Context: an optimization exercise on an open-source flow, tuned for small area and a short achievable clock period. The choices shown serve that exercise and are no tape-out recipe. RTL that was checked went through simulation tests only; none was proved equivalent to the original. Only the layout flow was run in run 2; the RTL was not checked for function there. No run shown here takes its clock network from TritonCTS; it comes from the design's own scripts or RTL. The clock input has no modelled driver; a real chip could not lean on it and would need a root buffer or a full tree. No activity file was given, so power comes from the tool's default toggle rates.

==> flow/design.v <==
`timescale 1ns / 1ps
module cmp_l0(input a, input bn, output ng, output np);
    assign ng = ~(a & bn);
    assign np = ~(a | bn);
endmodule
module cmp_l1(input ngh, input nph, input ngl, input npl, output g, output p);
    assign g = ~(ngh & (nph | ngl));
    assign p = ~(nph | npl);
endmodule
module cmp_l2(input gh, input ph, input gl, input pl, output ng, output np);
    assign ng = ~(gh | (ph & gl));
    assign np = ~(ph & pl);
endmodule
module cmp_l3(input ngh, input nph, input ngl, input nforce, output sel);
    assign sel = ~(ngh & (nph | ngl) & nforce);
endmodule
module comparator2(
    input  [7:0] a,
    input  [7:0] bn,          
    input        nforce,      
    output       sel_a,       
    output       sel_b);
    wire [7:0] ng0, np0;
    wire [3:0] g1, p1;
    wire [1:0] ng2, np2;
    genvar i;
    generate
        for (i = 0; i < 8; i = i + 1) begin : l0_
            cmp_l0 u(.a(a[i]), .bn(bn[i]), .ng(ng0[i]), .np(np0[i]));
        end
        for (i = 0; i < 4; i = i + 1) begin : l1_
            cmp_l1 u(.ngh(ng0[2*i+1]), .nph(np0[2*i+1]), .ngl(ng0[2*i]), .npl(np0[2*i]),
                     .g(g1[i]), .p(p1[i]));
        end
        for (i = 0; i < 2; i = i + 1) begin : l2_
            cmp_l2 u(.gh(g1[2*i+1]), .ph(p1[2*i+1]), .gl(g1[2*i]), .pl(p1[2*i]),
                     .ng(ng2[i]), .np(np2[i]));
        end
    endgenerate
    cmp_l3 ua(.ngh(ng2[1]), .nph(np2[1]), .ngl(ng2[0]), .nforce(nforce), .sel(sel_a));
    cmp_l3 ub(.ngh(ng2[1]), .nph(np2[1]), .ngl(ng2[0]), .nforce(nforce), .sel(sel_b));
endmodule
`timescale 1ns / 1ps
module pooler(
    input         clk,
    input         ce,
    input         master_rst,
    input  [7:0]  data_in,
    output [7:0]  data_out,
    output        valid_op,
    output        end_op
    );
    localparam NP = 13;               
    reg        c0;                    
    reg [3:0]  pc;                    
    reg        pc_last;               
    reg        r;                     
    reg [3:0]  band;                  
    reg        band_last;             
    reg        valid_q, end_q;
    reg        shift_q;               
    reg [7:0]  h;
    reg [7:0]  o;
    reg [7:0]  sr [0:NP-2];
    integer    i;
    wire       sel, sel_e;            
    comparator2 cmp(.a(data_in), .bn(~h), .nforce(c0 | r), .sel_a(sel), .sel_b(sel_e));
    always @(posedge clk) begin
        o <= sel ? data_in : h;
        if (ce && c0)
            h <= sr[NP-2];
        else if (ce && sel_e)
            h <= data_in;
        if (shift_q) begin
            for (i = NP-2; i > 0; i = i-1)
                sr[i] <= sr[i-1];
            sr[0] <= o;
        end
    end
    always @(posedge clk) begin
        if (master_rst) begin
            c0 <= 1'b0; pc <= 4'd0; pc_last <= 1'b0; r <= 1'b0;
            band <= 4'd0; band_last <= 1'b0;
            valid_q <= 1'b0; end_q <= 1'b0; shift_q <= 1'b0;
        end else begin
            valid_q <= ce & r & c0;
            end_q   <= ce & r & c0 & pc_last & band_last;
            shift_q <= ce & c0;
            if (ce) begin
                c0 <= ~c0;
                if (c0) begin
                    pc      <= pc_last ? 4'd0 : pc + 4'd1;
                    pc_last <= (pc == NP-2);
                    if (pc_last) begin
                        r <= ~r;
                        if (r) begin
                            band      <= band_last ? 4'd0 : band + 4'd1;
                            band_last <= (band == NP-2);
                        end
                    end
                end
            end
        end
    end
    assign data_out = o;
    assign valid_op = valid_q;
    assign end_op   = end_q;
endmodule
==> flow/flow/run.sh <==
#!/bin/bash
# Own layout flow: the standard ORFS flow (standard synthesis,
# floorplan, power grid, taps, placement, routing unchanged), except
#  - port buffers of a plain buffer cell instead of a delay cell,
#  - resizing not restricted to the same cell footprint,
#  - the clock tree built by flow/cts.tcl instead of TritonCTS.
# Each tool's output goes to a log of its own in the work folder; ORFS also
# keeps each step's log under orfs/logs.
set -euo pipefail
KNOBS=(MATCH_CELL_FOOTPRINT=0 "BUFFER_PORTS_ARGS=-buffer_cell sky130_fd_sc_hd__buf_2")
bash standard.sh "${KNOBS[@]}" place > flow_place.log 2>&1
export PLATFORM_DIR=$FLOW_HOME/platforms/sky130hd
export RDIR=orfs/results/sky130hd/pooler/base
export DONT_USE="sky130_fd_sc_hd__probe_p_8 sky130_fd_sc_hd__probec_p_8 sky130_fd_sc_hd__lpflow_*"
export NLEAF=${NLEAF:-4} LEAFBUF=${LEAFBUF:-sky130_fd_sc_hd__clkbuf_16} ROOTBUF=${ROOTBUF:-sky130_fd_sc_hd__clkbuf_16}
export SETUP_MARGIN=${SETUP_MARGIN:-2.8}
openroad -no_init -exit flow/cts.tcl > flow_cts.log 2>&1
bash standard.sh "${KNOBS[@]}" SETUP_SLACK_MARGIN=3.2 finish > flow_finish.log 2>&1
==> flow/flow/cts.tcl <==
# Clock tree by hand, in place of TritonCTS (which builds a 16-leaf H-tree
# here): the clock sinks split into NLEAF balanced k-means clusters, one
# LEAFBUF buffer at each cluster's centre, the leaf buffers driven by the
# clock port directly (NLEAF <= 4) or through one ROOTBUF buffer. Then the
# same timing repair as ORFS's cts step, and its two results.
set P $::env(PLATFORM_DIR)
set R $::env(RDIR)
read_db $R/3_place.odb
read_liberty $P/lib/sky130_fd_sc_hd__tt_025C_1v80.lib
read_sdc $R/3_place.sdc
source $P/setRC.tcl
set_dont_use $::env(DONT_USE)

set K $::env(NLEAF)
set LEAF $::env(LEAFBUF)
set ROOT $::env(ROOTBUF)
set db [ord::get_db]
set block [ord::get_db_block]
set clk [$block findNet clk]
set sinks {}
foreach it [$clk getITerms] {
  set bb [[$it getInst] getBBox]
  lappend sinks [list $it [expr {([$bb xMin]+[$bb xMax])/2.0}] [expr {([$bb yMin]+[$bb yMax])/2.0}]]
}
set n [llength $sinks]
puts "clock sinks: $n"
set cx 0; set cy 0
foreach s $sinks { set cx [expr {$cx + [lindex $s 1]}]; set cy [expr {$cy + [lindex $s 2]}] }
set cx [expr {$cx / $n}]; set cy [expr {$cy / $n}]
set sorted [lsort -real -index 3 [lmap s $sinks {list {*}$s [expr {atan2([lindex $s 2]-$cy, [lindex $s 1]-$cx)}]}]]
set cent {}
for {set k 0} {$k < $K} {incr k} {
  set s [lindex $sorted [expr {int(($k + 0.5) * $n / $K)}]]
  lappend cent [list [lindex $s 1] [lindex $s 2]]
}
# balanced k-means: greedy nearest assignment, at most ceil(n/K) per cluster
set cap [expr {int(ceil(double($n) / $K))}]
for {set iter 0} {$iter < 30} {incr iter} {
  set pairs {}
  for {set i 0} {$i < $n} {incr i} {
    set s [lindex $sorted $i]
    for {set k 0} {$k < $K} {incr k} {
      set c [lindex $cent $k]
      lappend pairs [list [expr {abs([lindex $s 1]-[lindex $c 0]) + abs([lindex $s 2]-[lindex $c 1])}] $i $k]
    }
  }
  array unset asg; array unset cnt
  for {set k 0} {$k < $K} {incr k} { set cnt($k) 0 }
  foreach p [lsort -real -index 0 $pairs] {
    lassign $p d i k
    if {[info exists asg($i)] || $cnt($k) >= $cap} continue
    set asg($i) $k; incr cnt($k)
  }
  set new {}
  for {set k 0} {$k < $K} {incr k} {
    set sx 0; set sy 0; set m 0
    for {set i 0} {$i < $n} {incr i} {
      if {$asg($i) == $k} { set s [lindex $sorted $i]; set sx [expr {$sx+[lindex $s 1]}]; set sy [expr {$sy+[lindex $s 2]}]; incr m }
    }
    lappend new [list [expr {$sx/$m}] [expr {$sy/$m}]]
  }
  set cent $new
}
set leafin {}
for {set k 0} {$k < $K} {incr k} {
  set b [odb::dbInst_create $block [$db findMaster $LEAF] "clkbuf_leaf_$k"]
  set c [lindex $cent $k]
  $b setLocation [expr {int([lindex $c 0])}] [expr {int([lindex $c 1])}]
  $b setPlacementStatus PLACED
  set net [odb::dbNet_create $block "clknet_leaf_$k"]
  $net setSigType CLOCK
  [$b findITerm X] connect $net
  for {set i 0} {$i < $n} {incr i} {
    if {$asg($i) == $k} { set it [lindex [lindex $sorted $i] 0]; $it disconnect; $it connect $net }
  }
  lappend leafin [$b findITerm A]
  puts "leaf $k: $cnt($k) sinks at $c"
}
if {$ROOT ne "none"} {
  set sx 0; set sy 0
  foreach c $cent { set sx [expr {$sx+[lindex $c 0]}]; set sy [expr {$sy+[lindex $c 1]}] }
  set b [odb::dbInst_create $block [$db findMaster $ROOT] "clkbuf_root"]
  $b setLocation [expr {int($sx/$K)}] [expr {int($sy/$K)}]
  $b setPlacementStatus PLACED
  set net [odb::dbNet_create $block "clknet_root"]
  $net setSigType CLOCK
  [$b findITerm X] connect $net
  foreach a $leafin { $a connect $net }
  [$b findITerm A] connect $clk
} else {
  foreach a $leafin { $a connect $clk }
}
$clk setSigType CLOCK
global_connect
detailed_placement
set_propagated_clock [all_clocks]
estimate_parasitics -placement
report_clock_latency
puts "after tree: setup [worst_slack -max] hold [worst_slack -min]"
repair_timing -setup_margin $::env(SETUP_MARGIN) -hold_margin 0 -repair_tns 100 -verbose
detailed_placement
check_placement -verbose
estimate_parasitics -placement
puts "after repair: setup [worst_slack -max] hold [worst_slack -min]"
write_db $R/4_1_cts.odb
write_sdc -no_timestamp $R/4_cts.sdc
==> flow/standard.sh <==
#!/bin/bash
# synth_recipe.tcl (not shown) runs the flow's synth.tcl, then flattens the netlist and writes it again
# the make line also repeats each setting of config.mk as NAME=value (left out here)
make -C /OpenROAD-flow-scripts/flow DESIGN_CONFIG=/design/flow/config.mk WORK_HOME=/design/flow/orfs CLKGATE_MAP_FILE= SYNTH_SCRIPT=/design/flow/synth_recipe.tcl "${@:-finish}"
==> flow/config.mk <==
export PLATFORM = sky130hd
export DESIGN_NAME = pooler
export DESIGN_NICKNAME = pooler
export VERILOG_FILES = /design/flow/design.v
export SDC_FILE = /design/flow/constraint.sdc
export NUM_CORES = 4
export LEC_CHECK = 0
export CAP_MARGIN = 20
export CORE_MARGIN = 2
export CORE_UTILIZATION = 40
export SETUP_SLACK_MARGIN = 2.8
export SLEW_MARGIN = 20
export SYNTH_HIERARCHICAL = 1
==> flow/constraint.sdc <==
create_clock -name core_clock -period 4.5 [get_ports {clk}]
set_input_delay 0.9000 -clock core_clock [delete_from_list [all_inputs] [get_ports {clk}]]
set_output_delay 0.9000 -clock core_clock [all_outputs]
set_load 0.01 [all_outputs]
==> impl_results.md, run 1 <==
- Vias in the first global route: 1854
- VDD IR max: 0.212 mV
- Via density: 4.88
- Yosys warns: 8
- Final period utilization: 0.386
- DRC errors left: 0
- Met3 GRT Util: 0.0109
- Die H: 108 um
- Final TNS setup: 0 ns
- Later-pin clock latency in the skew report: 0.34 ns
- Placer congestion estimate: 0.702
- Final Hold Fails: 0
- CORE AREA: 10400 sq um
- Die ar.: 11600 sq um
- Wire length of the first global-routing pass: 9.73 mm
- Port buffer count: 20
- Placed inst area: 4590 sq um
- Post-DR wirelength/cell: 15.8 um
- CP endpoint kind: primary output
- Critical path arrival: 0.84 ns
- Largest net degree at the start of global routing: 59
- Lkg Pwr: 1.77 nW
- Crit path buf inv count: 1
- Met1 usage: 0.165
- Final Max Slew Viols: 0
- Unrepaired setup endpoints after global routing: yes
- # rows: 37
- Mapped Area: 4300 sq um
- Total grt overflow: 0
- Required time worst endpoint: 3.60 ns
- Critical path's slowest cell: dfxtp_4
- Syn nets: 257
- Post-route minimum period: 1.74 ns
- Count of maximum capacitance violations: 0
- Final Cell Area: 5190 sq um
- Critical path's top delay family: flip-flops
- Starting density of the core: 0.414
- Nets@finish: 297
- CP Launch Type: flip-flop
- Mapped Cells: 244
- Global Route met2 Usage: 0.155
- Achievable Freq: 0.576 GHz
- Worst slew pin tran: 0.392 ns
- Via Count: 2041
- Drt total wl: 6.60 mm
- Area Overhead vs Synth: 20.9%
- Drt initial violations: 124
- Antenna diode count: 0
- Clock Skew: 0.0131 ns
- Dpl cells: 395
- Slowest stage delay, CP: 0.38 ns
- Final setup violating endpoints: 0
- Hold crit path type: flip-flop to flip-flop
- GRT Total Usage: 0.103
- Antenna Violating Nets Remaining: 0
- Clock transition at path regs: 0.12 ns
- IO Pins: 21
- Fin cells: 418
- Share of cells above drive strength 1: 0.383
- Pre-Repair DR Iteration Count: 4
- WS Path Type: flip-flop to primary output
- Status: finished clean
- Crit path max fanout: 2
- Power Density: 383 nW/um^2
- Worst rel slew slack: 0.739
- HPWL Detailed: 3.34 mm
- Post-Syn Area per Cell: 17.6 sq um
- Crit path cell chain: buf_6
- Gr busiest metal: met1
- Die X: 108 um
- Initial antenna violation count: 0
-- final timing paths --
kind / from / endpoint / slack, ns / depth (start not counted)
max: o[4] / data_out[4] / 2.76 / 1
min: sr[5][0] / sr[6][0] / 0.43 / 0
min reg2reg: sr[5][0] / sr[6][0] / 0.43 / 0
max reg2reg: h[6] / o[0] / 2.98 / 6
-- per-stage QoR --
| stage | power (mW) | setup WS, ns | utilization | hold slack, ns |
|---|---|---|---|---|
| floorplan | 1.41 | 2.68 | - | 0.400 |
| global placement | 1.44 | 2.21 | 0.442 | 0.404 |
| detailed placement | 1.44 | 2.19 | 0.442 | 0.405 |
| global route | 2.06 | 2.73 | 0.501 | 0.437 |
| finish | 1.99 | 2.76 | 0.501 | 0.431 |
-- report_power, final --
part           internal (mW)  switching [mW]  leakage (nW)  total, mW
clock network          0.204           0.309        0.0616      0.513
logic                 0.0681          0.0735         0.563      0.142
registers               1.31          0.0251          1.14       1.33
-- cell type report --
type	count	area, sq um
buffer	5	125
sequential	127	3610
tap	136	170
multi-input combinational	104	865
timing repair buffer	38	392
inverter	8	30.0
fill	870	5170
-- registers in the layout, summed over array words and instances (netlist names) --
name	count
end_q	1
shift_q	1
band_last	1
band	4
pc_last	1
r	1
valid_q	1
h	8
pc	4
o	8
c0	1
sr	96
-- placed cells by master, fill, tap and decap left out, types with 2 or more instances in the layout --
| cell type | count |
|---|---|
| a21oi_1 | 4 |
| a21oi_2 | 6 |
| a31oi_1 | 2 |
| buf_12 | 3 |
| buf_2 | 6 |
| buf_4 | 12 |
| buf_6 | 13 |
| buf_8 | 2 |
| clkbuf_16 | 5 |
| dfxtp_1 | 9 |
| dfxtp_2 | 9 |
| dfxtp_4 | 5 |
| edfxtp_1 | 104 |
| inv_1 | 8 |
| mux2_4 | 8 |
| nand2_1 | 18 |
| nand2_2 | 3 |
| nand2_4 | 3 |
| nand2_8 | 2 |
| nand3_1 | 3 |
| nand3b_1 | 3 |
| nand4b_1 | 2 |
| nor2_1 | 7 |
| nor2_2 | 3 |
| nor2_4 | 6 |
| o21ai_0 | 3 |
| o21ai_1 | 3 |
| o21ai_2 | 8 |
-- metal layers --
metal / routed length, um / vias to the layer above
li1: - / 981
met1: 3300 / 1032
met2: 3040 / 20
met3: 174 / 8
met4: 85 / 0
met5: 0 / -
==> inputs of run 2 (changes only) <==
--- a/flow/design.v
+++ b/flow/design.v
@@ -19,7 +19,8 @@
     input  [7:0] bn,          
     input        nforce,      
     output       sel_a,       
-    output       sel_b);
+    output       sel_b,
+    output       sel_c);
     wire [7:0] ng0, np0;
     wire [3:0] g1, p1;
     wire [1:0] ng2, np2;
@@ -39,6 +40,7 @@
     endgenerate
     cmp_l3 ua(.ngh(ng2[1]), .nph(np2[1]), .ngl(ng2[0]), .nforce(nforce), .sel(sel_a));
     cmp_l3 ub(.ngh(ng2[1]), .nph(np2[1]), .ngl(ng2[0]), .nforce(nforce), .sel(sel_b));
+    cmp_l3 uc(.ngh(ng2[1]), .nph(np2[1]), .ngl(ng2[0]), .nforce(nforce), .sel(sel_c));
 endmodule
 `timescale 1ns / 1ps
 module pooler(
@@ -63,10 +65,12 @@
     reg [7:0]  o;
     reg [7:0]  sr [0:NP-2];
     integer    i;
-    wire       sel, sel_e;            
-    comparator2 cmp(.a(data_in), .bn(~h), .nforce(c0 | r), .sel_a(sel), .sel_b(sel_e));
+    wire       sel_lo, sel_hi, sel_e;  
+    comparator2 cmp(.a(data_in), .bn(~h), .nforce(c0 | r),
+                    .sel_a(sel_lo), .sel_b(sel_hi), .sel_c(sel_e));
     always @(posedge clk) begin
-        o <= sel ? data_in : h;
+        o[3:0] <= sel_lo ? data_in[3:0] : h[3:0];
+        o[7:4] <= sel_hi ? data_in[7:4] : h[7:4];
         if (ce && c0)
             h <= sr[NP-2];
         else if (ce && sel_e)
--- a/flow/flow/run.sh
+++ b/flow/flow/run.sh
@@ -15,4 +15,4 @@
 export NLEAF=${NLEAF:-4} LEAFBUF=${LEAFBUF:-sky130_fd_sc_hd__clkbuf_16} ROOTBUF=${ROOTBUF:-sky130_fd_sc_hd__clkbuf_16}
 export SETUP_MARGIN=${SETUP_MARGIN:-2.8}
 openroad -no_init -exit flow/cts.tcl > flow_cts.log 2>&1
-bash standard.sh "${KNOBS[@]}" SETUP_SLACK_MARGIN=3.2 finish > flow_finish.log 2>&1
+bash standard.sh "${KNOBS[@]}" finish > flow_finish.log 2>&1
==> run 2 against run 1 <==
  * Still clean
  * Register-to-register slack worse by 0.04 ns
  * Final area fell by 4.9%
  * Worst hold slack got worse by 0.010 ns
  * Synthesized area increased by 0.20%
  * Sequential power about the same
  * Synthesized cell count did not move
  * Via count down 3.7%
  * Power fell by 0.89%
  * Routed wire length shrank 4.1%
  * Setup slack got worse by 0.0057 ns
  * Die area is 0.20% higher
==> impl_results.md, run 2 <==
- Clock transition at path regs: 0.12 ns
- Syn nets: 257
- GRT Total Usage: 0.108
- CP endpoint kind: primary output
- Lkg Pwr: 1.65 nW
- Drt initial violations: 112
- Worst Min Path Start: sr[9][0]
- CORE AREA: 10400 sq um
- Most flop-heavy register: sr
- Crit path max fanout: 2
- Initial antenna violation count: 0
- CP startpoint: o[7]
- Most common cell after layout, fill and taps aside: edfxtp_1
- Max FFs per register: 96
- Setup WS post-layout: 2.76 ns
- CP Launch Type: flip-flop
- Wire length of the first global-routing pass: 10.2 mm
- Power Density: 399 nW/um^2
- Final Max Slew Viols: 0
- Post-DR wirelength/cell: 15.7 um
- Drt total wl: 6.33 mm
- Count of maximum capacitance violations: 0
- Critical path's slowest cell: dfxtp_4
- Worst R2R Start: h[1]
- Dpl cells: 396
- Vias in the first global route: 1947
- Mapped Cells: 244
- Mapped Area: 4310 sq um
- Port buffer count: 20
- Via Count: 1965
- Area Overhead vs Synth: 14.7%
- Yosys warns: 8
- Final period utilization: 0.387
- IO Pins: 21
- VDD IR max: 0.251 mV
- Later-pin clock latency in the skew report: 0.34 ns
- Via density: 4.88
- Fillers: 905
- Post-route minimum period: 1.74 ns
- Worst slew pin tran: 0.407 ns
- Hold crit path type: flip-flop to flip-flop
- Final TNS setup: 0 ns
- Die ar.: 11600 sq um
- Crit path buf inv count: 1
- WS Path Type: flip-flop to primary output
- Worst rel slew slack: 0.729
- Critical path's top delay family: flip-flops
- Placed inst area: 4620 sq um
- Total grt overflow: 0
- Pre-CTS setup slack: 2.34 ns
- Nets@finish: 282
- Placer congestion estimate: 0.713
- DRC errors left: 0
- # rows: 37
- Post-Syn Area per Cell: 17.6 sq um
- Pre-Repair DR Iteration Count: 4
- Die X: 108 um
- HPWL Detailed: 3.60 mm
- Status: finished clean
- Antenna diode count: 0
- Largest net degree at the start of global routing: 51
- Required time worst endpoint: 3.60 ns
- Final Hold Fails: 0
- Share of cells above drive strength 1: 0.277
- Final setup violating endpoints: 0
- Slowest stage delay, CP: 0.38 ns
- Antenna Violating Nets Remaining: 0
- Fin cells: 403
- Clock Skew: 0.0172 ns
- Unrepaired setup endpoints after global routing: yes
- Critical path arrival: 0.84 ns
- Die H: 108 um
- Final Cell Area: 4940 sq um
- Most frequent cells in the layout: edfxtp_1 (104), nand2_1 (23), dfxtp_1 (12), buf_6 (12), dfxtp_2 (9)
- Starting density of the core: 0.415
- Util after Layout: 0.476
- Largest regs: sr x96, h x8, o x8
- Achievable Freq: 0.574 GHz
- Crit path cell chain: buf_6
==> run 2: through the flow <==
step	total power, mW	hold slack (ns)
floorplan	1.42	0.400
global placement	1.45	0.403
detailed placement	1.45	0.405
global route	2.05	0.432
finish	1.97	0.420
==> run 2: path summary, 6_finish.rpt <==
check,to,slack (ns),depth (start not counted)
setup / recovery,data_out[7],2.76,1
hold / removal,sr[10][0],0.42,0
setup reg to reg,h[0],2.94,6
hold reg to reg,sr[10][0],0.42,0
==> run 2: where the power goes <==
group,switching [mW],total [mW],internal [mW]
combinational,0.0707,0.123,0.0522
clock,0.313,0.516,0.204
sequential,0.0225,1.33,1.31
total,0.406,1.97,1.56
==> run 2: layer usage <==
layer	vias to the layer above	part of all wire	wire length (um)	track usage
met5	-	0	0	0
met4	0	0.014	91	0.0128
met3	6	0.041	257	0.0133
met2	24	0.45	2840	0.164
met1	982	0.50	3140	0.172
li1	953	-	-	-
==> run 2: final cells by class <==
cell class / count / area [sq um] / area share
flip-flops and latches: 127 / 3600 / 0.729
multi-input cells: 104 / 792 / 0.160
well taps: 136 / 170 / 0.0344
repair buffers: 23 / 220 / 0.0446
plain buffers: 5 / 125 / 0.0253
inverters: 8 / 30.0 / 0.00608
==> inputs of run 3 (changes only) <==
--- a/flow/design.v
+++ b/flow/design.v
@@ -19,8 +19,7 @@
     input  [7:0] bn,          
     input        nforce,      
     output       sel_a,       
-    output       sel_b,
-    output       sel_c);
+    output       sel_b);
     wire [7:0] ng0, np0;
     wire [3:0] g1, p1;
     wire [1:0] ng2, np2;
@@ -40,7 +39,6 @@
     endgenerate
     cmp_l3 ua(.ngh(ng2[1]), .nph(np2[1]), .ngl(ng2[0]), .nforce(nforce), .sel(sel_a));
     cmp_l3 ub(.ngh(ng2[1]), .nph(np2[1]), .ngl(ng2[0]), .nforce(nforce), .sel(sel_b));
-    cmp_l3 uc(.ngh(ng2[1]), .nph(np2[1]), .ngl(ng2[0]), .nforce(nforce), .sel(sel_c));
 endmodule
 `timescale 1ns / 1ps
 module pooler(
@@ -55,26 +53,24 @@
     localparam NP = 13;               
     reg        c0;                    
     reg [3:0]  pc;                    
-    reg        pc_last;               
     reg        r;                     
     reg [3:0]  band;                  
-    reg        band_last;             
     reg        valid_q, end_q;
     reg        shift_q;               
     reg [7:0]  h;
     reg [7:0]  o;
     reg [7:0]  sr [0:NP-2];
     integer    i;
-    wire       sel_lo, sel_hi, sel_e;  
-    comparator2 cmp(.a(data_in), .bn(~h), .nforce(c0 | r),
-                    .sel_a(sel_lo), .sel_b(sel_hi), .sel_c(sel_e));
+    wire       pc_last   = pc[3] & pc[2];
+    wire       band_last = band[3] & band[2];
+    wire       sel, sel_e;            
+    comparator2 cmp(.a(data_in), .bn(~h), .nforce(c0 | r), .sel_a(sel), .sel_b(sel_e));
+    wire       h_en = ce & (c0 | sel_e);
+    wire [7:0] h_d  = c0 ? sr[NP-2] : data_in;
     always @(posedge clk) begin
-        o[3:0] <= sel_lo ? data_in[3:0] : h[3:0];
-        o[7:4] <= sel_hi ? data_in[7:4] : h[7:4];
-        if (ce && c0)
-            h <= sr[NP-2];
-        else if (ce && sel_e)
-            h <= data_in;
+        o <= sel ? data_in : h;
+        if (h_en)
+            h <= h_d;
         if (shift_q) begin
             for (i = NP-2; i > 0; i = i-1)
                 sr[i] <= sr[i-1];
@@ -83,8 +79,7 @@
     end
     always @(posedge clk) begin
         if (master_rst) begin
-            c0 <= 1'b0; pc <= 4'd0; pc_last <= 1'b0; r <= 1'b0;
-            band <= 4'd0; band_last <= 1'b0;
+            c0 <= 1'b0; pc <= 4'd0; r <= 1'b0; band <= 4'd0;
             valid_q <= 1'b0; end_q <= 1'b0; shift_q <= 1'b0;
         end else begin
             valid_q <= ce & r & c0;
@@ -93,14 +88,11 @@
             if (ce) begin
                 c0 <= ~c0;
                 if (c0) begin
-                    pc      <= pc_last ? 4'd0 : pc + 4'd1;
-                    pc_last <= (pc == NP-2);
+                    pc <= pc_last ? 4'd0 : pc + 4'd1;
                     if (pc_last) begin
                         r <= ~r;
-                        if (r) begin
-                            band      <= band_last ? 4'd0 : band + 4'd1;
-                            band_last <= (band == NP-2);
-                        end
+                        if (r)
+                            band <= band_last ? 4'd0 : band + 4'd1;
                     end
                 end
             end
--- a/flow/config.mk
+++ b/flow/config.mk
@@ -7,7 +7,8 @@
 export LEC_CHECK = 0
 export CAP_MARGIN = 20
 export CORE_MARGIN = 2
-export CORE_UTILIZATION = 40
+export CORE_UTILIZATION = 55
+export PLACE_DENSITY = 0.7
 export SETUP_SLACK_MARGIN = 2.8
 export SLEW_MARGIN = 20
 export SYNTH_HIERARCHICAL = 1
==> run 3 against run 2 <==
  * Sequential cell count shrank 2
  * Worst hold slack got worse by 0.0023 ns
  * Highest routed layer unchanged
  * Combinational power decreased by 7%
==> impl_results.md, run 3 <==
- Pre-CTS setup slack: 2.18 ns
- Clock Skew: 0.0121 ns
- Largest regs: sr x96, h x8, o x8
- CP Launch Type: flip-flop
- Worst rel slew slack: 0.540
- Post-route minimum period: 1.73 ns
- Total power: 1.93 mW
- Lkg Pwr: 1.59 nW
- Placer congestion estimate: 0.767
- Wire length of the first global-routing pass: 9.14 mm
- Area Overhead vs Synth: 13.8%
- Worst slew pin tran: 0.691 ns
- Critical path's top delay family: flip-flops
- Mapped Cells: 237
- Setup WS post-layout: 2.77 ns
- Pre-Repair DR Iteration Count: 4
- Post-DR wirelength/cell: 15.8 um
- Antenna diode count: 0
- Final Hold Fails: 0
- Drt initial violations: 82
- Die ar.: 8350 sq um
- Antenna Violating Nets Remaining: 0
- Slowest stage delay, CP: 0.38 ns
- Most frequent cells in the layout: edfxtp_1 (104), nand2_1 (26), dfxtp_1 (11)
- Fillers: 504
- Unrepaired setup endpoints after global routing: yes
- Drt total wl: 5.72 mm
- Later-pin clock latency in the skew report: 0.33 ns
- Die H: 91.4 um
- Critical path arrival: 0.83 ns
- Via Count: 1919
- DRC errors left: 0
- Max FFs per register: 96
- CP endpoint kind: primary output
- Hold crit path type: flip-flop to flip-flop
- Final TNS setup: 0 ns
- Share of cells above drive strength 1: 0.282
- WS Path Type: flip-flop to primary output
- Crit path buf inv count: 1
- Most flop-heavy register: sr
- Vias in the first global route: 1804
- Required time worst endpoint: 3.60 ns
- Nets@finish: 277
- Crit path cell chain: buf_6
- CORE AREA: 7330 sq um
- Via density: 5.32
- Largest net degree at the start of global routing: 97
- Clock transition at path regs: 0.11 ns
- Final Hold Slack: 0.418 ns
- Achievable Freq: 0.580 GHz
- Initial antenna violation count: 0
- Final Cell Area: 4780 sq um
- Total grt overflow: 0
- Yosys warns: 8
- GRT Total Usage: 0.136
- Mapped Area: 4200 sq um
- Final period utilization: 0.383
- Syn nets: 250
- # rows: 31
- Most common cell after layout, fill and taps aside: edfxtp_1
- Power Density: 403 nW/um^2
- VDD IR max: 0.272 mV
- Crit path max fanout: 2
- Critical path's slowest cell: dfxtp_4
- Final setup violating endpoints: 0
- HPWL Detailed: 3.30 mm
- Placed inst area: 4450 sq um
- Die X: 91.4 um
- IO Pins: 21
- Port buffer count: 20
- Starting density of the core: 0.573
- Count of maximum capacitance violations: 0
- Status: finished clean
- Post-Syn Area per Cell: 17.7 sq um
- Final Max Slew Viols: 0
## run 3: final timing paths
kind	from	endpoint	slack, ns	cells past startpoint
setup reg to reg	h[7]	h[5]	2.98	6
setup / recovery	o[4]	data_out[4]	2.77	1
hold / removal	sr[5][6]	sr[6][6]	0.42	0
hold reg to reg	sr[5][6]	sr[6][6]	0.42	0
## run 3: layer usage
metal,vias up,global-route usage,part of all wire
met3,9,0.0116,0.029
li1,926,-,-
met2,27,0.212,0.45
met1,957,0.219,0.51
met5,-,0,0
met4,0,0.0189,0.016
## run 3: power breakdown
group          switching (mW)  leakage [nW]  total [mW]  internal, mW
registers              0.0291          1.13        1.32          1.29
clock network           0.290        0.0616       0.493         0.203
logic                  0.0604         0.406       0.114        0.0539
## run 3: per-stage QoR
| stage | instances | utilization |
|---|---|---|
| 2_1_floorplan | 237 | - |
| 3_3_place_gp | 351 | 0.607 |
| 3_5_place_dp | 351 | 0.607 |
| 5_1_grt | 361 | 0.652 |
| 6_report | 361 | 0.652 |
## run 3: layout make-up
type                    count  area, sq um  area share
plain buffers               5          125      0.0262
inverters                   9         33.8     0.00707
well taps                  99          124      0.0259
multi-input cells          98          691       0.145
repair buffers             25          238      0.0497
flip-flops and latches    125         3570       0.747
==> inputs of run 4 (changes only) <==
--- a/flow/config.mk
+++ b/flow/config.mk
@@ -7,8 +7,7 @@
 export LEC_CHECK = 0
 export CAP_MARGIN = 20
 export CORE_MARGIN = 2
-export CORE_UTILIZATION = 55
-export PLACE_DENSITY = 0.7
+export CORE_UTILIZATION = 40
 export SETUP_SLACK_MARGIN = 2.8
 export SLEW_MARGIN = 20
 export SYNTH_HIERARCHICAL = 1
==> run 4 against run 3 <==
  * Sequential power is essentially flat
  * Combinational power is essentially flat
  * Utilization shrank 18 points
  * Largest cell class unchanged
  * Global-route usage shrank 3.8 points
  * Highest routed layer unchanged
  * Largest power group unchanged
  * Power grew 0.28%
==> impl_results.md, run 4 <==
- Critical path arrival: 0.83 ns
- Nets@finish: 278
- Util after Layout: 0.468
- Final TNS setup: 0 ns
- Pre-Repair DR Iteration Count: 4
- Status: finished clean
- Worst slew pin tran: 0.515 ns
- Post-Route M1 WL: 2.79 mm
- Final Max Slew Viols: 0
- Largest net degree at the start of global routing: 61
- Initial antenna violation count: 0
- Critical path's slowest cell: dfxtp_4
- WL met2: 2.71 mm
- Area of the multi-input gates: 677 sq um
- CP Launch Type: flip-flop
- Required time worst endpoint: 3.60 ns
- Top routing layer used: met4
- Reg-to-reg slack, setup: 2.94 ns
- VDD IR max: 0.251 mV
- Final setup violating endpoints: 0
- Fillers: 896
- IO Pins: 21
- Met3 Wirelength: 159 um
- Setup WS post-layout: 2.77 ns
- Max FFs per register: 96
- Worst Min Path Start: sr[4][4]
- Slowest stage delay, CP: 0.38 ns
- Dpl cells: 389
- Flip-flop and latch area: 3560 sq um
- Post-DR wirelength/cell: 14.5 um
- Most common cell after layout, fill and taps aside: edfxtp_1
- Worst rel slew slack: 0.657
- Via density: 4.74
- Clock transition at path regs: 0.11 ns
- Worst Hold Depth: 0
- CORE AREA: 10300 sq um
- Mapped Area: 4200 sq um
- Final Cell Area: 4810 sq um
- R2R cell count: 1
- Fin cells: 399
- Syn nets: 250
- Hold path endpoint: sr[5][4]
- Final Hold Fails: 0
- DRC errors left: 0
- HPWL Detailed: 3.47 mm
- Critical path's top delay family: flip-flops
- Lkg Pwr: 1.59 nW
- Starting density of the core: 0.409
- Die ar.: 11300 sq um
- Wire length of the first global-routing pass: 9.07 mm
- Hold crit path type: flip-flop to flip-flop
- Crit path buf inv count: 1
- Share of cells above drive strength 1: 0.293
- Placed inst area: 4500 sq um
- Die H: 106 um
- Clock Skew: 0.0117 ns
- Drt total wl: 5.78 mm
- Later-pin clock latency in the skew report: 0.33 ns
- Post-Syn Area per Cell: 17.7 sq um
- Count of maximum capacitance violations: 0
- # rows: 37
- Yosys warns: 8
- Antenna Violating Nets Remaining: 0
- Crit path cell chain: buf_6
- Crit path max fanout: 2
- Unrepaired setup endpoints after global routing: yes
- Power Density: 402 nW/um^2
- Reg2reg end: sr[10][7]
- Placer congestion estimate: 0.717
- Largest regs: sr x96, h x8, o x8
- Achievable Freq: 0.578 GHz
- Port buffer count: 20
- Drt initial violations: 71
- Most frequent cells in the layout: edfxtp_1 (104), nand2_1 (26), dfxtp_1 (10), buf_6 (10)
- Total grt overflow: 0
- Final period utilization: 0.384
- Worst R2R Start: shift_q
- Post-route minimum period: 1.73 ns
- Pre-CTS setup slack: 2.23 ns
- Antenna diode count: 0
- Vias in the first global route: 1855
- WS Path Type: flip-flop to primary output
- Via Count: 1890
- Area Overhead vs Synth: 14.5%
- Most flop-heavy register: sr
- Mapped Cells: 237
- GRT Total Usage: 0.0983
- CP endpoint kind: primary output
- Die X: 106 um
## run 4: cell count changes in the layout (fill, tap and decap cells not counted), moves of 2 or more
cell	delta
dfxtp_2	+4
dfxtp_4	-3
nor2_1	+2
o21ai_1	-4
o21ai_2	+4
## run 4: final cells by class
class	instances	share of cell area
sequential	125	0.741
multi-input combinational	98	0.141
timing repair buffer	26	0.0495
tap	136	0.0354
buffer	5	0.0260
inverter	9	0.00703
## run 4: how the worst max path moves through the flow
stage,to,startpoint,cells after the start
5_1_grt,data_out[6],o[6],1
6_report,data_out[6],o[6],1
3_5_place_dp,o[5],data_in[1],6
2_1_floorplan,h[0],data_in[6],5
3_3_place_gp,o[5],data_in[1],6
## run 4: layer usage
metal / vias up / global-route usage
li1: 926 / -
met1: 933 / 0.135
met2: 22 / 0.174
met3: 9 / 0.00858
met4: 0 / 0.0167
met5: - / 0
## run 4: power by group
group	switching [mW]	leakage (nW)	internal [mW]	total [mW]
clock network	0.298	0.0616	0.203	0.501
registers	0.0245	1.12	1.29	1.31
logic	0.0620	0.407	0.0532	0.115
total	0.385	1.59	1.55	1.93
## run 4: per-stage QoR
step | hold WS, ns | total power [mW]
global placement | 0.403 | 1.42
finish | 0.424 | 1.93
global route | 0.434 | 2.00
floorplan | 0.400 | 1.39
detailed placement | 0.405 | 1.43
==> inputs of run 5 (changes only) <==
--- a/flow/config.mk
+++ b/flow/config.mk
@@ -5,6 +5,7 @@
 export SDC_FILE = /design/flow/constraint.sdc
 export NUM_CORES = 4
 export LEC_CHECK = 0
+export ABC_AREA = 1
 export CAP_MARGIN = 20
 export CORE_MARGIN = 2
 export CORE_UTILIZATION = 40
==> run 5 against run 4 <==
  * Still clean on timing, DRC and antenna
  * Worst hold slack got worse by 0.0080 ns
  * Clock skew is 0.0024 ns higher
  * Sequential cell count unchanged
  * Register-to-register slack improved by 0.10 ns
  * Setup slack better by 0.0026 ns
  * Global-route usage up 0.072 points
  * Via count is 4.2% higher
  * Clock power hardly changed
  * Largest cell class unchanged
==> impl_results.md, run 5 <==
- Status: finished clean
- Lkg Pwr: 1.74 nW
- Crit path buf inv count: 1
- Most frequent cells in the layout: edfxtp_1 (104), nand2_1 (56), inv_1 (22)
- DRC errors left: 0
- Crit path cell chain: buf_6
- Critical path's slowest cell: dfxtp_2
- Max FFs per register: 96
- Drt total wl: 5.87 mm
- Post-Syn Area per Cell: 15.6 sq um
- CP endpoint kind: primary output
- Achievable Freq: 0.579 GHz
- Final TNS setup: 0 ns
- Drt initial violations: 92
- Final Hold Fails: 0
- VDD IR max: 0.218 mV
- Largest net degree at the start of global routing: 97
- Port buffer count: 20
- Dpl cells: 426
- Unrepaired setup endpoints after global routing: yes
- Placed inst area: 4540 sq um
- Antenna diode count: 0
- Setup WS post-layout: 2.77 ns
- Die H: 107 um
- Reg-to-reg slack, setup: 3.04 ns
- Initial antenna violation count: 0
- Post-DR wirelength/cell: 13.6 um
- Worst slew pin tran: 0.493 ns
- Most flop-heavy register: sr
- Util after Layout: 0.464
- Crit path max fanout: 2
- Total power: 1.92 mW
- Placer congestion estimate: 0.774
- WS Path Type: flip-flop to primary output
- Die ar.: 11400 sq um
- Clock Skew: 0.0141 ns
- Most common cell after layout, fill and taps aside: edfxtp_1
- Worst rel slew slack: 0.671
- Slowest stage delay, CP: 0.38 ns
- Fillers: 898
- Area Overhead vs Synth: 13.1%
- Via density: 4.56
- Hold path endpoint: sr[10][1]
- Pre-Repair DR Iteration Count: 4
- Via Count: 1969
- Wire length of the first global-routing pass: 9.11 mm
- Starting density of the core: 0.410
- Fin cells: 432
- Critical path arrival: 0.83 ns
- Post-route minimum period: 1.73 ns
- Vias in the first global route: 1826
- Pre-CTS setup slack: 2.39 ns
- Later-pin clock latency in the skew report: 0.33 ns
- Power Density: 401 nW/um^2
- GRT Total Usage: 0.0990
- IO Pins: 21
- Final Hold Slack: 0.416 ns
- Total grt overflow: 0
- Antenna Violating Nets Remaining: 0
- Final period utilization: 0.384
- Hold crit path type: flip-flop to flip-flop
- Yosys warns: 8
- Required time worst endpoint: 3.60 ns
- # rows: 37
- Share of cells above drive strength 1: 0.230
- R2R cell count: 7
- CORE AREA: 10300 sq um
- Count of maximum capacitance violations: 0
- Final Cell Area: 4790 sq um
- Final Max Slew Viols: 0
- Die X: 107 um
- Mapped Area: 4240 sq um
- Mapped Cells: 272
- Worst Min Path Start: sr[9][1]
- Syn nets: 285
- Clock transition at path regs: 0.11 ns
- HPWL Detailed: 3.43 mm
- Reg2reg end: h[1]
- Largest regs: sr x96, h x8, o x8
- Worst Hold Depth: 0
- Nets@finish: 311
- Worst R2R Start: c0
- Critical path's top delay family: flip-flops
- Final setup violating endpoints: 0
- CP Launch Type: flip-flop
run 5: routing by layer:
layer / wire length (um) / vias to the layer above / global-route usage / part of all wire
li1: - / 983 / - / -
met1: 2970 / 959 / 0.148 / 0.51
met2: 2620 / 21 / 0.163 / 0.45
met3: 208 / 6 / 0.0116 / 0.035
met4: 68 / 0 / 0.0102 / 0.012
met5: 0 / - / 0 / 0
run 5: cell type report:
class | instances | area (sq um) | share of cell area
flip-flops and latches | 125 | 3560 | 0.744
multi-input cells | 120 | 656 | 0.137
repair buffers | 21 | 184 | 0.0384
well taps | 136 | 170 | 0.0355
plain buffers | 5 | 125 | 0.0261
inverters | 25 | 93.8 | 0.0196
run 5: power by group:
group	total (mW)	switching, mW	internal (mW)	leakage (nW)
registers	1.31	0.0229	1.29	1.13
logic	0.110	0.0671	0.0431	0.550
clock network	0.499	0.296	0.203	0.0616
run 5: worst max-delay path by stage:
| stage | from | endpoint | slack [ns] | cells past startpoint |
|---|---|---|---|---|
| floorplan | data_in[7] | h[0] | 2.78 | 8 |
| global placement | data_in[7] | o[7] | 2.37 | 8 |
| detailed placement | data_in[3] | o[7] | 2.39 | 8 |
| global route | o[3] | data_out[3] | 2.74 | 1 |
| finish | o[3] | data_out[3] | 2.77 | 1 |
==> inputs of run 6 (changes only) <==
--- a/flow/flow/run.sh
+++ b/flow/flow/run.sh
@@ -8,7 +8,7 @@
 # keeps each step's log under orfs/logs.
 set -euo pipefail
 KNOBS=(MATCH_CELL_FOOTPRINT=0 "BUFFER_PORTS_ARGS=-buffer_cell sky130_fd_sc_hd__buf_2")
-bash standard.sh "${KNOBS[@]}" place > flow_place.log 2>&1
+bash standard.sh "${KNOBS[@]}" SETUP_SLACK_MARGIN=0 place > flow_place.log 2>&1
 export PLATFORM_DIR=$FLOW_HOME/platforms/sky130hd
 export RDIR=orfs/results/sky130hd/pooler/base
 export DONT_USE="sky130_fd_sc_hd__probe_p_8 sky130_fd_sc_hd__probec_p_8 sky130_fd_sc_hd__lpflow_*"
--- a/flow/config.mk
+++ b/flow/config.mk
@@ -5,7 +5,6 @@
 export SDC_FILE = /design/flow/constraint.sdc
 export NUM_CORES = 4
 export LEC_CHECK = 0
-export ABC_AREA = 1
 export CAP_MARGIN = 20
 export CORE_MARGIN = 2
 export CORE_UTILIZATION = 40
==> run 6 against run 5 <==
  * Still clean
  * Via count shrank 2.9%
  * Combinational power grew 6%
  * First-iteration DRC count grew 77%
  * Synthesized cell count shrank 13%
  * Sequential power is essentially flat
  * Routed wire length grew 1.1%
  * Die area shrank 0.89%
  * Largest cell class unchanged
==> impl_results.md, run 6 <==
- Status: finished clean
- Crit path max fanout: 2
- Mapped Area: 4200 sq um
- Yosys warns: 8
- Vias in the first global route: 1898
- Flop pwr share: 0.683
- Die ar.: 11300 sq um
- Unrepaired setup endpoints after global routing: yes
- Combinational share of power: 0.061
- Antenna diode count: 0
- Critical path's top delay family: flip-flops
- Total grt overflow: 0
- Power Density: 402 nW/um^2
- Mapped Cells: 237
- IO Pins: 21
- Final Hold Fails: 0
- Pre-CTS setup slack: 2.12 ns
- Levels on crit path: 1
- Post-DR wirelength/cell: 14.9 um
- Count of maximum capacitance violations: 0
- Area of the multi-input gates: 683 sq um
- Lkg Pwr: 1.59 nW
- Hold crit path type: flip-flop to flip-flop
- Crit path cell chain: buf_6
- Max FFs per register: 96
- Via density: 4.80
- Clock transition at path regs: 0.11 ns
- Most flop-heavy register: sr
- Final setup violating endpoints: 0
- Setup WS post-layout: 2.77 ns
- Die H: 106 um
- Most common cell after layout, fill and taps aside: edfxtp_1
- Worst slew pin tran: 0.523 ns
- Met3 GRT Util: 0.0172
- Wire length of the first global-routing pass: 9.38 mm
- Via Count: 1912
- Post-route minimum period: 1.73 ns
- HPWL Detailed: 3.49 mm
- Later-pin clock latency in the skew report: 0.33 ns
- Share of cells above drive strength 1: 0.286
- Largest net degree at the start of global routing: 62
- Final Max Slew Viols: 0
- Port buffer count: 20
- CORE AREA: 10300 sq um
- Critical path arrival: 0.83 ns
- Initial antenna violation count: 1
- Net Switching: 0.381 mW
- Pre-Repair DR Iteration Count: 4
- VDD IR max: 0.231 mV
- Die X: 106 um
- Post-Syn Area per Cell: 17.7 sq um
- Fillers: 918
- Final period utilization: 0.385
- Met1 usage: 0.142
- Antenna Violating Nets Remaining: 0
- Internal power: 1.55 mW
- Placed inst area: 4450 sq um
- Required time worst endpoint: 3.60 ns
- WS Path Type: flip-flop to primary output
- Drt initial violations: 163
- Clock share of power: 0.256
- Final Cell Area: 4790 sq um
- Switching Share: 0.198
- Global Route met2 Usage: 0.176
- Crit path buf inv count: 1
- Largest regs: sr x96, h x8, o x8
- Placer congestion estimate: 0.702
- Critical path's slowest cell: dfxtp_4
- Flip-flop and latch area: 3560 sq um
- Area Overhead vs Synth: 14.2%
- Clock Skew: 0.0116 ns
- GRT Total Usage: 0.102
- Gr busiest metal: met2
- Syn nets: 250
- CP endpoint kind: primary output
- Worst rel slew slack: 0.652
- Final TNS setup: 0 ns
- CP Launch Type: flip-flop
- DRC errors left: 0
- Starting density of the core: 0.409
- Most frequent cells in the layout: edfxtp_1 (104), nand2_1 (27), buf_6 (11)
- Worst Hold Depth: 0
- # rows: 37
- Nets@finish: 277
- Achievable Freq: 0.577 GHz
- R2R cell count: 1
- Drt total wl: 5.93 mm
- Slowest stage delay, CP: 0.38 ns
[run 6: changes by cell type in the layout (fill, tap and decap cells not counted), sizes merged, moves of 2 or more]
cell / before / now
buf: 21 / 24
o211ai: 0 / 2
mux2: 0 / 8
inv: 25 / 9
nand4b: 0 / 3
nor2: 21 / 13
a21oi: 7 / 11
nand2: 66 / 28
o21ai: 14 / 18
nand3: 3 / 1
[run 6: final cells by class]
cell class,count,area share
Timing Repair Buffer,25,0.0452
Inverter,9,0.00705
Buffer,5,0.0261
Sequential cell,125,0.744
Tap cell,136,0.0355
Multi-Input combinational cell,98,0.143
[run 6: worst paths after layout]
| check | from | to | slack (ns) |
|---|---|---|---|
| max | o[4] | data_out[4] | 2.77 |
| max reg2reg | shift_q | sr[4][5] | 2.92 |
| min | sr[7][4] | sr[8][4] | 0.42 |
| min reg2reg | sr[7][4] | sr[8][4] | 0.42 |
[run 6: metal layers]
| layer | part of all wire | up-vias |
|---|---|---|
| li1 | - | 923 |
| met1 | 0.50 | 958 |
| met2 | 0.44 | 26 |
| met3 | 0.046 | 5 |
| met4 | 0.012 | 0 |
| met5 | 0 | - |
[run 6: through the flow]
step | hold slack (ns) | util | power, mW | std cells
after global routing | 0.432 | 0.466 | 2.00 | 398
final | 0.417 | 0.466 | 1.93 | 398
after global placement | 0.402 | 0.433 | 1.42 | 389
after floorplan | 0.400 | - | 1.39 | 237
after detailed placement | 0.405 | 0.433 | 1.42 | 389
[run 6: power groups by stage]
stage | combinational, mW | clock (mW) | sequential, mW
5_1_grt | 0.128 | 0.550 | 1.32
3_5_place_dp | 0.0821 | 0 | 1.34
3_3_place_gp | 0.0809 | 0 | 1.34
2_1_floorplan | 0.0505 | 0 | 1.34
6_report | 0.117 | 0.493 | 1.32
==> inputs of run 7 (changes only) <==
--- a/flow/flow/run.sh
+++ b/flow/flow/run.sh
@@ -8,11 +8,11 @@
 # keeps each step's log under orfs/logs.
 set -euo pipefail
 KNOBS=(MATCH_CELL_FOOTPRINT=0 "BUFFER_PORTS_ARGS=-buffer_cell sky130_fd_sc_hd__buf_2")
-bash standard.sh "${KNOBS[@]}" SETUP_SLACK_MARGIN=0 place > flow_place.log 2>&1
+bash standard.sh "${KNOBS[@]}" place > flow_place.log 2>&1
 export PLATFORM_DIR=$FLOW_HOME/platforms/sky130hd
 export RDIR=orfs/results/sky130hd/pooler/base
 export DONT_USE="sky130_fd_sc_hd__probe_p_8 sky130_fd_sc_hd__probec_p_8 sky130_fd_sc_hd__lpflow_*"
 export NLEAF=${NLEAF:-4} LEAFBUF=${LEAFBUF:-sky130_fd_sc_hd__clkbuf_16} ROOTBUF=${ROOTBUF:-sky130_fd_sc_hd__clkbuf_16}
-export SETUP_MARGIN=${SETUP_MARGIN:-2.8}
+export SETUP_MARGIN=${SETUP_MARGIN:-2.0}
 openroad -no_init -exit flow/cts.tcl > flow_cts.log 2>&1
 bash standard.sh "${KNOBS[@]}" finish > flow_finish.log 2>&1
--- a/flow/config.mk
+++ b/flow/config.mk
@@ -8,6 +8,6 @@
 export CAP_MARGIN = 20
 export CORE_MARGIN = 2
 export CORE_UTILIZATION = 40
-export SETUP_SLACK_MARGIN = 2.8
+export SETUP_SLACK_MARGIN = 2.0
 export SLEW_MARGIN = 20
 export SYNTH_HIERARCHICAL = 1
==> run 7 against run 6 <==
  * Setup slack worse by 0.35 ns
  * Final area is 4.5% lower
  * First-iteration DRC count is 24% lower
  * Sequential power about the same
  * Synthesized area did not move
  * Critical path depth increased by 5
  * Sequential share of layout area is 3.1 points higher
  * Register-to-register slack got worse by 0.44 ns
  * Combinational power shrank 29%
  * Critical endpoint is now o[7]
  * Highest routed layer is now met5
==> impl_results.md, run 7 <==
- Status: finished clean
- Max FFs per register: 96
- Vias in the first global route: 1732
- Count of maximum capacitance violations: 0
- Syn nets: 250
- Via Count: 1909
- Critical path's slowest cell: o211ai_2
- Fin cells: 394
- Final period utilization: 0.463
- Area of the multi-input gates: 594 sq um
- Placer congestion estimate: 0.736
- Hold path endpoint: sr[7][7]
- Via density: 4.85
- Final TNS setup: 0 ns
- Reg2reg end: o[7]
- Post-DR wirelength/cell: 14.6 um
- Share of cells above drive strength 1: 0.186
- Dpl cells: 389
- Wire length of the first global-routing pass: 8.94 mm
- CP dominant cell by count: nor2_1
- IO Pins: 21
- Fillers: 928
- Critical path's top delay family: compound AO/OA/AOI/OAI gates
- VDD IR max: 0.264 mV
- Largest net degree at the start of global routing: 56
- DRC errors left: 0
- Mapped Cells: 237
- Most frequent cells in the layout: edfxtp_1 (104), nand2_1 (28), dfxtp_1 (20), buf_2 (20), o21ai_0 (14)
- Required time worst endpoint: 4.64 ns
- Clock share of power: 0.265
- HPWL Detailed: 3.57 mm
- Switching Share: 0.198
- Antenna diode count: 0
- Nets@finish: 273
- Initial antenna violation count: 1
- Die H: 106 um
- CORE AREA: 10300 sq um
- Starting density of the core: 0.409
- Most flop-heavy register: sr
- Die X: 106 um
- Final Max Slew Viols: 0
- Worst rel slew slack: 0.501
- Worst Hold Depth: 0
- Unrepaired setup endpoints after global routing: no
- Later-pin clock latency in the skew report: 0.33 ns
- Lkg Pwr: 1.52 nW
- Reg-to-reg slack, setup: 2.48 ns
- Final setup violating endpoints: 0
- Largest regs: sr x96, h x8, o x8
- Die ar.: 11300 sq um
- Worst slew pin tran: 0.747 ns
- Slowest stage delay, CP: 0.52 ns
- Worst Min Path Start: sr[6][7]
- Yosys warns: 8
- Post-route minimum period: 2.08 ns
- Mapped Area: 4200 sq um
- Crit path max fanout: 16
- Hold crit path type: flip-flop to flip-flop
- Antenna Violating Nets Remaining: 0
- GRT Total Usage: 0.0972
- Critical path arrival: 2.22 ns
- Final Hold Fails: 0
- Most common cell after layout, fill and taps aside: edfxtp_1
- CP Launch Type: primary input
- Flip-flop and latch area: 3550 sq um
- Clock Skew: 0.00988 ns
- # rows: 37
- Power Density: 415 nW/um^2
- Drt total wl: 5.73 mm
- Drt initial violations: 124
- WS Path Type: primary input to flip-flop
- Crit path cell chain: buf_2 -> nor2_1 -> nor2_1 -> nand2_1 -> o211ai_2 -> o21ai_0
- CP endpoint kind: flip-flop
- R2R cell count: 3
- Worst R2R Start: c0
- Net Switching: 0.376 mW
- Port buffer count: 20
- Post-Syn Area per Cell: 17.7 sq um
- Final Hold Slack: 0.422 ns
- Clock transition at path regs: 0.11 ns
- Pre-Repair DR Iteration Count: 4
- Combinational share of power: 0.044
- Total grt overflow: 0
- Internal power: 1.52 mW
- Flop pwr share: 0.691
- Achievable Freq: 0.480 GHz
- Area Overhead vs Synth: 9.03%
- Crit path buf inv count: 1
- Total power: 1.90 mW
[run 7: metrics by stage]
stage | worst slack (ns) | util | area, sq um
final | 2.42 | 0.445 | 4580
after global routing | 2.27 | 0.445 | 4580
after detailed placement | 2.10 | 0.433 | 4450
after global placement | 2.07 | 0.433 | 4450
after floorplan | 2.57 | - | 4200
[run 7: area by class of cell]
type,instances,share of cell area
flip-flops and latches,125,0.775
plain buffers,5,0.0273
well taps,136,0.0372
inverters,9,0.00738
multi-input cells,98,0.130
repair buffers,21,0.0235
[run 7: worst register-to-register path, cell delays in order, from the launching register on]
cell and delay [ns]:
dfxtp_1 0.82, or2_2 0.27, o211ai_2 0.29, o21ai_0 0.50
[run 7: power groups by stage]
stage | clock, mW | combinational, mW | sequential [mW]
floorplan | 0 | 0.0505 | 1.34
global placement | 0 | 0.0823 | 1.34
detailed placement | 0 | 0.0835 | 1.34
global route | 0.559 | 0.0926 | 1.32
finish | 0.504 | 0.0828 | 1.31
[run 7: worst max-delay path by stage]
stage	startpoint	end	cells after the start
after floorplan	data_in[7]	o[5]	6
after global placement	data_in[7]	o[7]	6
after detailed placement	data_in[7]	o[7]	6
after global routing	c0	o[7]	3
final	data_in[7]	o[7]	6
[run 7: routing by layer]
| metal | vias to the layer above | wire [um] | track usage |
|---|---|---|---|
| li1 | 916 | - | - |
| met5 | - | 13 | 0 |
| met2 | 40 | 2430 | 0.145 |
| met4 | 2 | 57 | 0.00835 |
| met3 | 10 | 291 | 0.0159 |
| met1 | 941 | 2940 | 0.157 |
==> inputs of run 8 (changes only) <==
--- a/flow/flow/run.sh
+++ b/flow/flow/run.sh
@@ -13,6 +13,6 @@
 export RDIR=orfs/results/sky130hd/pooler/base
 export DONT_USE="sky130_fd_sc_hd__probe_p_8 sky130_fd_sc_hd__probec_p_8 sky130_fd_sc_hd__lpflow_*"
 export NLEAF=${NLEAF:-4} LEAFBUF=${LEAFBUF:-sky130_fd_sc_hd__clkbuf_16} ROOTBUF=${ROOTBUF:-sky130_fd_sc_hd__clkbuf_16}
-export SETUP_MARGIN=${SETUP_MARGIN:-2.0}
+export SETUP_MARGIN=${SETUP_MARGIN:-2.6}
 openroad -no_init -exit flow/cts.tcl > flow_cts.log 2>&1
 bash standard.sh "${KNOBS[@]}" finish > flow_finish.log 2>&1
--- a/flow/config.mk
+++ b/flow/config.mk
@@ -8,6 +8,6 @@
 export CAP_MARGIN = 20
 export CORE_MARGIN = 2
 export CORE_UTILIZATION = 40
-export SETUP_SLACK_MARGIN = 2.0
+export SETUP_SLACK_MARGIN = 2.6
 export SLEW_MARGIN = 20
 export SYNTH_HIERARCHICAL = 1
==> run 8 against run 7 <==
  * Still clean on timing, DRC and antenna
  * Power grew 0.45%
  * Synthesized cell count unchanged
  * Cell count is 0.51% higher
  * Critical path type unchanged
==> impl_results.md, run 8 <==
- Most frequent cells in the layout: edfxtp_1 (104), nand2_1 (28), buf_2 (20)
- Post-DR wirelength/cell: 14.8 um
- Drt initial violations: 146
- Final period utilization: 0.409
- Crit path max fanout: 8
- Initial antenna violation count: 0
- CP Launch Type: primary input
- Placer congestion estimate: 0.777
- Final TNS setup: 0 ns
- Via density: 4.82
- Power Density: 411 nW/um^2
- DRC errors left: 0
- Total grt overflow: 0
- Status: finished clean
- Required time worst endpoint: 4.58 ns
- CP endpoint kind: flip-flop
- IO Pins: 21
- Critical path's slowest cell: o21a_2
- Critical path's top delay family: compound AO/OA/AOI/OAI gates
- Most flop-heavy register: sr
- Mapped Cells: 237
- Pre-Repair DR Iteration Count: 4
- HPWL Detailed: 3.61 mm
- # rows: 37
- Largest net degree at the start of global routing: 97
- Pre-CTS setup slack: 2.17 ns
- Setup WS post-layout: 2.66 ns
- CP dominant cell by count: nor2_1
- Util after Layout: 0.451
- Slowest stage delay, CP: 0.30 ns
- Final Hold Fails: 0
- Unrepaired setup endpoints after global routing: yes
- Die ar.: 11300 sq um
- Share of cells above drive strength 1: 0.200
- Area Overhead vs Synth: 10.4%
- CP Capture Point: h[6]
- Die H: 106 um
- Critical path arrival: 1.92 ns
- R2R cell count: 6
- Yosys warns: 8
- CP startpoint: data_in[3]
- Antenna Violating Nets Remaining: 0
- Final Hold Slack: 0.420 ns
- Levels on crit path: 6
- Wire length of the first global-routing pass: 9.13 mm
- Final setup violating endpoints: 0
- Count of maximum capacitance violations: 0
- Clock transition at path regs: 0.11 ns
- Crit path cell chain: buf_2 -> nor2_1 -> nor2_1 -> a21oi_2 -> o211ai_2 -> o21a_2
- Most common cell after layout, fill and taps aside: edfxtp_1
- Max FFs per register: 96
- WS Path Type: primary input to flip-flop
- Achievable Freq: 0.543 GHz
- Nets@finish: 275
- Antenna diode count: 0
- Mapped Area: 4200 sq um
- Via Count: 1908
- GRT Total Usage: 0.0990
- Largest regs: sr x96, h x8, o x8
- VDD IR max: 0.194 mV
- Post-route minimum period: 1.84 ns
- Drt total wl: 5.85 mm
- Vias in the first global route: 1834
- CORE AREA: 10300 sq um
- Starting density of the core: 0.409
- Lkg Pwr: 1.55 nW
- Reg-to-reg slack, setup: 2.89 ns
- Post-Syn Area per Cell: 17.7 sq um
- Worst rel slew slack: 0.671
- Die X: 106 um
- Later-pin clock latency in the skew report: 0.34 ns
- Worst slew pin tran: 0.493 ns
- Worst R2R Start: h[7]
- Crit path buf inv count: 1
- Worst Min Path Start: sr[7][7]
- Final Max Slew Viols: 0
- Syn nets: 250
- Port buffer count: 20
- Hold crit path type: flip-flop to flip-flop
- Clock Skew: 0.0119 ns
- Reg2reg end: h[6]
run 8: metrics by stage:
step | std cells | cell area [sq um] | power (mW)
6_report | 396 | 4640 | 1.91
5_1_grt | 396 | 4640 | 1.98
3_5_place_dp | 388 | 4450 | 1.42
3_3_place_gp | 388 | 4450 | 1.42
2_1_floorplan | 237 | 4200 | 1.39
run 8: power by group:
part	switching (mW)	internal (mW)	total (mW)
combinational	0.0542	0.0360	0.0902
clock	0.301	0.203	0.504
sequential	0.0241	1.29	1.31
total	0.379	1.53	1.91
run 8: final cells by class:
type                            instances  area (sq um)
Inverter                                9          33.8
Tap cell                              136           170
Timing Repair Buffer                   23           155
Fill cell                             907          5640
Multi-Input combinational cell         98           604
Buffer                                  5           125
Sequential cell                       125          3550
run 8: worst min-delay path by stage:
stage | cells past startpoint | slack, ns | to
finish | 0 | 0.42 | sr[8][7]
global route | 0 | 0.43 | sr[8][7]
floorplan | 0 | 0.40 | sr[10][0]
detailed placement | 0 | 0.41 | sr[4][3]
global placement | 0 | 0.40 | sr[10][5]
run 8: layer usage:
metal / global-route usage / up-vias / share of wire / wire, um
met3: 0.0123 / 6 / 0.037 / 218
li1: - / 921 / - / -
met5: 0 / - / 0 / 0
met2: 0.169 / 30 / 0.46 / 2690
met4: 0.0102 / 0 / 0.0080 / 47
met1: 0.142 / 951 / 0.50 / 2900
==> inputs of run 9 (changes only) <==
--- a/flow/flow/run.sh
+++ b/flow/flow/run.sh
@@ -13,6 +13,6 @@
 export RDIR=orfs/results/sky130hd/pooler/base
 export DONT_USE="sky130_fd_sc_hd__probe_p_8 sky130_fd_sc_hd__probec_p_8 sky130_fd_sc_hd__lpflow_*"
 export NLEAF=${NLEAF:-4} LEAFBUF=${LEAFBUF:-sky130_fd_sc_hd__clkbuf_16} ROOTBUF=${ROOTBUF:-sky130_fd_sc_hd__clkbuf_16}
-export SETUP_MARGIN=${SETUP_MARGIN:-2.6}
+export SETUP_MARGIN=${SETUP_MARGIN:-2.9}
 openroad -no_init -exit flow/cts.tcl > flow_cts.log 2>&1
 bash standard.sh "${KNOBS[@]}" finish > flow_finish.log 2>&1
--- a/flow/config.mk
+++ b/flow/config.mk
@@ -8,6 +8,6 @@
 export CAP_MARGIN = 20
 export CORE_MARGIN = 2
 export CORE_UTILIZATION = 40
-export SETUP_SLACK_MARGIN = 2.6
+export SETUP_SLACK_MARGIN = 2.9
 export SLEW_MARGIN = 20
 export SYNTH_HIERARCHICAL = 1
==> run 9 against run 8 <==
  * Critical path type is now flip-flop to primary output
  * Routed wire length grew 0.62%
  * Largest cell class unchanged
  * Still clean
  * Synthesized cell count is the same
  * Final area grew 6.0%
  * Sequential share of layout area shrank 4.0 points
  * Synthesized area is the same
  * Critical path depth shrank 5
  * Largest power group unchanged
  * Combinational power grew 46%
==> impl_results.md, run 9 <==
- Total grt overflow: 0
- Hold crit path type: flip-flop to flip-flop
- Setup WS post-layout: 2.77 ns
- Most flop-heavy register: sr
- Vias in the first global route: 1846
- Syn nets: 250
- Post-route minimum period: 1.73 ns
- CP Launch Type: flip-flop
- Largest regs: sr x96, h x8, o x8
- Most frequent cells in the layout: edfxtp_1 (104), nand2_1 (19), buf_6 (14)
- Via density: 4.80
- Required time worst endpoint: 3.60 ns
- Mapped Cells: 237
- IO Pins: 21
- # rows: 37
- Critical path arrival: 0.83 ns
- Clock transition at path regs: 0.12 ns
- Fillers: 894
- Pre-Repair DR Iteration Count: 4
- Worst slew pin tran: 0.503 ns
- Die ar.: 11300 sq um
- Wire length of the first global-routing pass: 9.11 mm
- Placed inst area: 4500 sq um
- Switching Share: 0.202
- Post-Syn Area per Cell: 17.7 sq um
- Critical path's slowest cell: dfxtp_4
- Met3 Wirelength: 182 um
- Port buffer count: 20
- Final period utilization: 0.385
- Crit path cell chain: buf_6
- Clock Skew: 0.0149 ns
- DRC errors left: 0
- Top routing layer used: met4
- Clock share of power: 0.257
- Nets@finish: 277
- Pre-CTS setup slack: 2.24 ns
- GRT Total Usage: 0.0986
- CORE AREA: 10300 sq um
- Max FFs per register: 96
- Mapped Area: 4200 sq um
- VDD IR max: 0.239 mV
- Combinational share of power: 0.068
- Die H: 106 um
- Via Count: 1910
- Post-Route M1 WL: 3.00 mm
- Largest net degree at the start of global routing: 61
- Worst rel slew slack: 0.665
- Net Switching: 0.394 mW
- Flop pwr share: 0.676
- Area Overhead vs Synth: 17.1%
- Yosys warns: 8
- Crit path buf inv count: 1
- WL met2: 2.63 mm
- Slowest stage delay, CP: 0.38 ns
- Most common cell after layout, fill and taps aside: edfxtp_1
- Initial antenna violation count: 0
- Final TNS setup: 0 ns
- Antenna diode count: 0
- Critical path's top delay family: flip-flops
- Internal power: 1.55 mW
- Drt total wl: 5.89 mm
- Final setup violating endpoints: 0
- Crit path max fanout: 2
- Dpl cells: 389
- Achievable Freq: 0.577 GHz
- Final Cell Area: 4920 sq um
- Final Hold Fails: 0
- Worst Min Path Start: sr[6][0]
- Starting density of the core: 0.409
- Status: finished clean
- Count of maximum capacitance violations: 0
- CP endpoint kind: primary output
- HPWL Detailed: 3.41 mm
- Fin cells: 398
- Unrepaired setup endpoints after global routing: yes
- Die X: 106 um
- Antenna Violating Nets Remaining: 0
- Power Density: 396 nW/um^2
- Placer congestion estimate: 0.722
- Share of cells above drive strength 1: 0.332
- WS Path Type: flip-flop to primary output
- Worst R2R Start: h[6]
- Drt initial violations: 129
- Final Max Slew Viols: 0
- Post-DR wirelength/cell: 14.8 um
- Lkg Pwr: 1.62 nW
- Later-pin clock latency in the skew report: 0.34 ns
- CP startpoint: o[6]
## run 9: cell count changes in the layout (fill, tap and decap cells not counted), sizes merged
cell and change:
buf +1, clkbuf +1
## run 9: layer usage
metal | vias to the layer above | global-route usage
met2 | 20 | 0.163
met4 | 0 | 0.0121
li1 | 925 | -
met3 | 7 | 0.0116
met5 | - | 0
met1 | 958 | 0.146
## run 9: final cells by class
cell class,instances,area (sq um),area share
sequential,125,3560,0.725
inverter,9,33.8,0.00687
multi-input combinational,98,766,0.156
tap,136,170,0.0346
buffer,5,125,0.0254
timing repair buffer,25,258,0.0524
## run 9: stage by stage
| step | power, mW | hold WS (ns) | utilization |
|---|---|---|---|
| floorplan | 1.39 | 0.400 | - |
| global placement | 1.43 | 0.402 | 0.438 |
| global route | 2.02 | 0.426 | 0.478 |
| finish | 1.95 | 0.417 | 0.478 |
| detailed placement | 1.43 | 0.405 | 0.438 |
## run 9: power groups by stage
stage | clock [mW] | sequential [mW] | combinational [mW]
floorplan | 0 | 1.34 | 0.0590
global placement | 0 | 1.34 | 0.0880
detailed placement | 0 | 1.34 | 0.0887
global route | 0.559 | 1.32 | 0.142
finish | 0.500 | 1.32 | 0.132
## run 9: path summary, 6_finish.rpt
| path | to | slack (ns) | cells past startpoint |
|---|---|---|---|
| worst max register to register | h[7] | 2.98 | 6 |
| worst min-delay path | sr[7][0] | 0.42 | 0 |
| worst min register to register | sr[7][0] | 0.42 | 0 |
| worst max-delay path | data_out[6] | 2.77 | 1 |

[static timing again, ports no longer ideal]
How much do the figures lean on ideal ports? The routed layouts below were timed once more, with nothing changed but the port constraints. Step 1 (the two cells are an assumption about what drives the block):
set clk [get_ports {clk}]
set_driving_cell -lib_cell sky130_fd_sc_hd__clkbuf_16 $clk
set_driving_cell -lib_cell sky130_fd_sc_hd__buf_2 [delete_from_list [all_inputs] $clk]
Step 2 times the ports against the registers' clock, not the clock port: input delays grow and output delays shrink by t, the midpoint of the rising clock arrivals with the driver on. Three values: no drivers, after step 1, after step 2; two values: the first two.
run	shift t [ns]	slack for setup (ns)	clock arrival spread, ns	worst register clock-pin slew, ns
run 1	0.365	2.763 / 2.728 / 2.416	0.014 / 0.014	0.12 / 0.12
run 2	0.368	2.757 / 2.724 / 2.401	0.017 / 0.018	0.12 / 0.12
run 3	0.356	2.775 / 2.742 / 2.460	0.013 / 0.012	0.11 / 0.11
run 4	0.363	2.771 / 2.736 / 2.423	0.012 / 0.012	0.11 / 0.11
run 5	0.360	2.774 / 2.740 / 2.523	0.014 / 0.015	0.11 / 0.11
run 6	0.356	2.768 / 2.735 / 2.458	0.013 / 0.013	0.11 / 0.11
run 7	0.356	2.418 / 2.416 / 2.059	0.011 / 0.011	0.11 / 0.11
run 8	0.366	2.659 / 2.634 / 2.297	0.013 / 0.013	0.11 / 0.11
run 9	0.364	2.767 / 2.734 / 2.459	0.016 / 0.017	0.12 / 0.12
After both steps setup and hold are still met in every run listed. The setup slack of run 8, which loses most, moves by -0.025 ns with the drivers and by -0.362 ns with both steps.
